Context: an optimization exercise on an open-source flow, tuned for small area. The choices shown serve that exercise and are no tape-out recipe. Where RTL was checked, it was by simulation tests only, not by an equivalence proof against the original. The flow treats the clock pin as an ideal source, which a real chip does not have.

==> module uart_string_loopback, before the edit <==
module uart_string_loopback (
    input  wire clk,
    input  wire rst_n,
    input  wire rx,
    output wire tx
);
reg  [255:0] ring;
reg  [7:0]   cnt;
reg  [4:0]   count;          
wire       hb, valid, frame;
wire [2:0] label;
wire [3:0] tph;
wire full   = count == 5'd31;
wire empty  = count == 5'd0;
wire start  = ~frame & ~empty;
wire accept = valid & ~full;
wire sent   = ~frame | (tph != 4'd15 && tph > {1'b0, label});
wire wen    = (cnt == {count + 5'd1, label}) & (~full | sent);
wire din    = wen ? hb : ring[255];
wire cap    = cnt == {5'd0, tph[2:0]};
uart_rx uart_rx_inst (
    .clk(clk),
    .rst_n(rst_n),
    .rx(rx),
    .label(label),
    .hb(hb),
    .valid(valid)
);
uart_tx uart_tx_inst (
    .clk(clk),
    .rst_n(rst_n),
    .start(start),
    .cap(cap),
    .din(din),
    .tph(tph),
    .frame(frame),
    .tx(tx)
);
always @(posedge clk) begin
    ring <= {ring[254:0], din};
    cnt  <= cnt + (start ? 8'd249 : 8'd1);
end
always @(posedge clk or negedge rst_n) begin
    if (!rst_n)
        count <= 5'd0;
    else if (accept && !start)
        count <= count + 5'd1;
    else if (start && !accept)
        count <= count - 5'd1;
end
endmodule
Settings: LEC_CHECK=0, CAP_MARGIN=20, CORE_MARGIN=2, CORE_UTILIZATION=72, SLEW_MARGIN=20; clock period 20.0 ns.
standard.sh (not shown) runs the stock make flow with config.mk's settings and CLKGATE_MAP_FILE= SYNTH_SCRIPT=/design/flow/synth_recipe.tcl, a recipe that flattens the netlist after the stock synthesis.
==> flow/flow/run.sh <==
#!/bin/bash
# Own layout flow: the standard synthesis, its logic remapped for area (the
# flip-flops untouched), then the standard layout of that netlist. Each tool
# writes its own log here.
set -euo pipefail
W=$PWD
F=$W/flow
LIB=$FLOW_HOME/platforms/sky130hd/lib/sky130_fd_sc_hd__tt_025C_1v80.lib
R=orfs/results/$FLOW_PLATFORM/uart_string_loopback/base

bash standard.sh synth > log_synth.log 2>&1
cp $R/1_2_yosys.v std_synth.v

# remap with each ABC script (in parallel), then take the smallest netlist
# that is proven equal to the standard one; keep the standard netlist if none
python3 $F/mkmap.py $LIB std_synth.v std_map.v > log_mkmap.log 2>&1
NET=$W/std_synth.v
J=0
for a in $F/abc_*.abc; do
  n=$(basename $a .abc)
  RS_LIB=$LIB RS_IN=std_synth.v RS_TOP=$FLOW_TOP RS_MAP=std_map.v RS_ABC=$a \
    RS_OUT=rs_$n.v yosys -c $F/resynth.tcl > log_resynth_$n.log 2>&1 &
  J=$((J+1))
  if (( J % ${NUM_CORES:-4} == 0 )); then wait || true; fi
done
wait || true
for n in $(for l in log_resynth_*.log; do
             a=$(grep "Chip area" $l | tail -1 | awk '{print $NF}')
             [[ -n $a ]] && echo "$a ${l#log_resynth_}"
           done | sort -g | awk '{print $2}'); do
  n=${n%.log}
  if python3 $F/mkmap.py $LIB rs_$n.v rs_${n}_map.v > log_mkmap_$n.log 2>&1 \
     && RS_LIB=$LIB RS_IN=std_synth.v RS_OUT=rs_$n.v RS_TOP=$FLOW_TOP RS_MAP=std_map.v \
       RS_MAP2=rs_${n}_map.v RS_FFMAP=$F/ffmap.v yosys -c $F/equiv.tcl > log_equiv_$n.log 2>&1; then
    NET=$W/rs_$n.v
    break
  fi
done
echo "netlist: $NET"

mv orfs orfs_std
ARGS=("SYNTH_NETLIST_FILES=$NET")
if [[ -f $F/cts_args ]]; then
  ARGS+=("CTS_ARGS=$(cat $F/cts_args)")
fi
if [[ -f $F/make_args ]]; then
  while IFS= read -r line; do
    [[ -n $line ]] && ARGS+=("$line")
  done < $F/make_args
fi
# POST_CTS_TCL: a leaf clock buffer whose flip-flops see a slow clock edge
# gets a larger cell
ARGS+=("POST_CTS_TCL=$F/fixclk.tcl")
bash standard.sh "${ARGS[@]}" finish > log_layout.log 2>&1
test -f out/final.def
Other scripts of this flow, unchanged in this note and not shown: flow/flow/abc_1.abc, flow/flow/abc_2.abc, flow/flow/abc_3.abc, flow/flow/abc_4.abc, flow/flow/abc_5.abc, flow/flow/abc_6.abc, flow/flow/abc_7.abc, flow/flow/abc_8.abc, flow/flow/cts_args, flow/flow/equiv.tcl, flow/flow/ffmap.v, flow/flow/fixclk.tcl, flow/flow/make_args, flow/flow/mkmap.py, flow/flow/resynth.tcl
Next try:
--- a/flow/design.v
+++ b/flow/design.v
@@ -102,16 +102,16 @@
 );
 reg  [255:0] ring;
 reg  [7:0]   cnt;
-reg  [4:0]   count;          
+reg  [4:0]   rslot;          
 wire       hb, valid, frame;
 wire [2:0] label;
 wire [3:0] tph;
-wire full   = count == 5'd31;
-wire empty  = count == 5'd0;
+wire full   = rslot == 5'd0;
+wire empty  = rslot == 5'd1;
 wire start  = ~frame & ~empty;
 wire accept = valid & ~full;
 wire sent   = ~frame | (tph != 4'd15 && tph > {1'b0, label});
-wire wen    = (cnt == {count + 5'd1, label}) & (~full | sent);
+wire wen    = (cnt == {rslot, label}) & (~full | sent);
 wire din    = wen ? hb : ring[255];
 wire cap    = cnt == {5'd0, tph[2:0]};
 uart_rx uart_rx_inst (
@@ -138,10 +138,10 @@
 end
 always @(posedge clk or negedge rst_n) begin
     if (!rst_n)
-        count <= 5'd0;
+        rslot <= 5'd1;
     else if (accept && !start)
-        count <= count + 5'd1;
+        rslot <= rslot + 5'd1;
     else if (start && !accept)
-        count <= count - 5'd1;
+        rslot <= rslot - 5'd1;
 end
 endmodule
Final cell count drops by 0.82%; hold slack got worse by 7.5 ps; die area drops by 0.37%; clock skew drops by 20 ps; synthesized cell count drops by about 1.1%; setup slack got worse by 38 ps; final area stays flat; synthesized area drops by 0.38%; via count drops by 1.0%.
Only the layout flow was run in the first run of this note; the RTL was not checked for function there.

==> port drivers added, routing unchanged <==
No port has a modelled driver above. Below, the same layouts with a new extraction and two added sets of constraints. Step 1 assumes that a clkbuf_16 drives the clock port and a buf_2 every other input. Step 2 times the ports against the registers' clock, not the clock port: input delays grow and output delays shrink by t, the midpoint of the rising clock arrivals with the driver on. a / b / c = no drivers / after step 1 / after step 2; a / b = the first two.
run | shift t [ns] | slack for setup (ns) | worst register clock-pin slew, ns | worst slew at a driven data input, ns
the first run | 0.617 | 14.752 / 14.721 / 15.135 | 0.12 / 0.12 | 0.03
the second run | 0.626 | 14.714 / 14.683 / 14.859 | 0.12 / 0.12 | 0.03
After both steps every run listed still meets setup and hold.
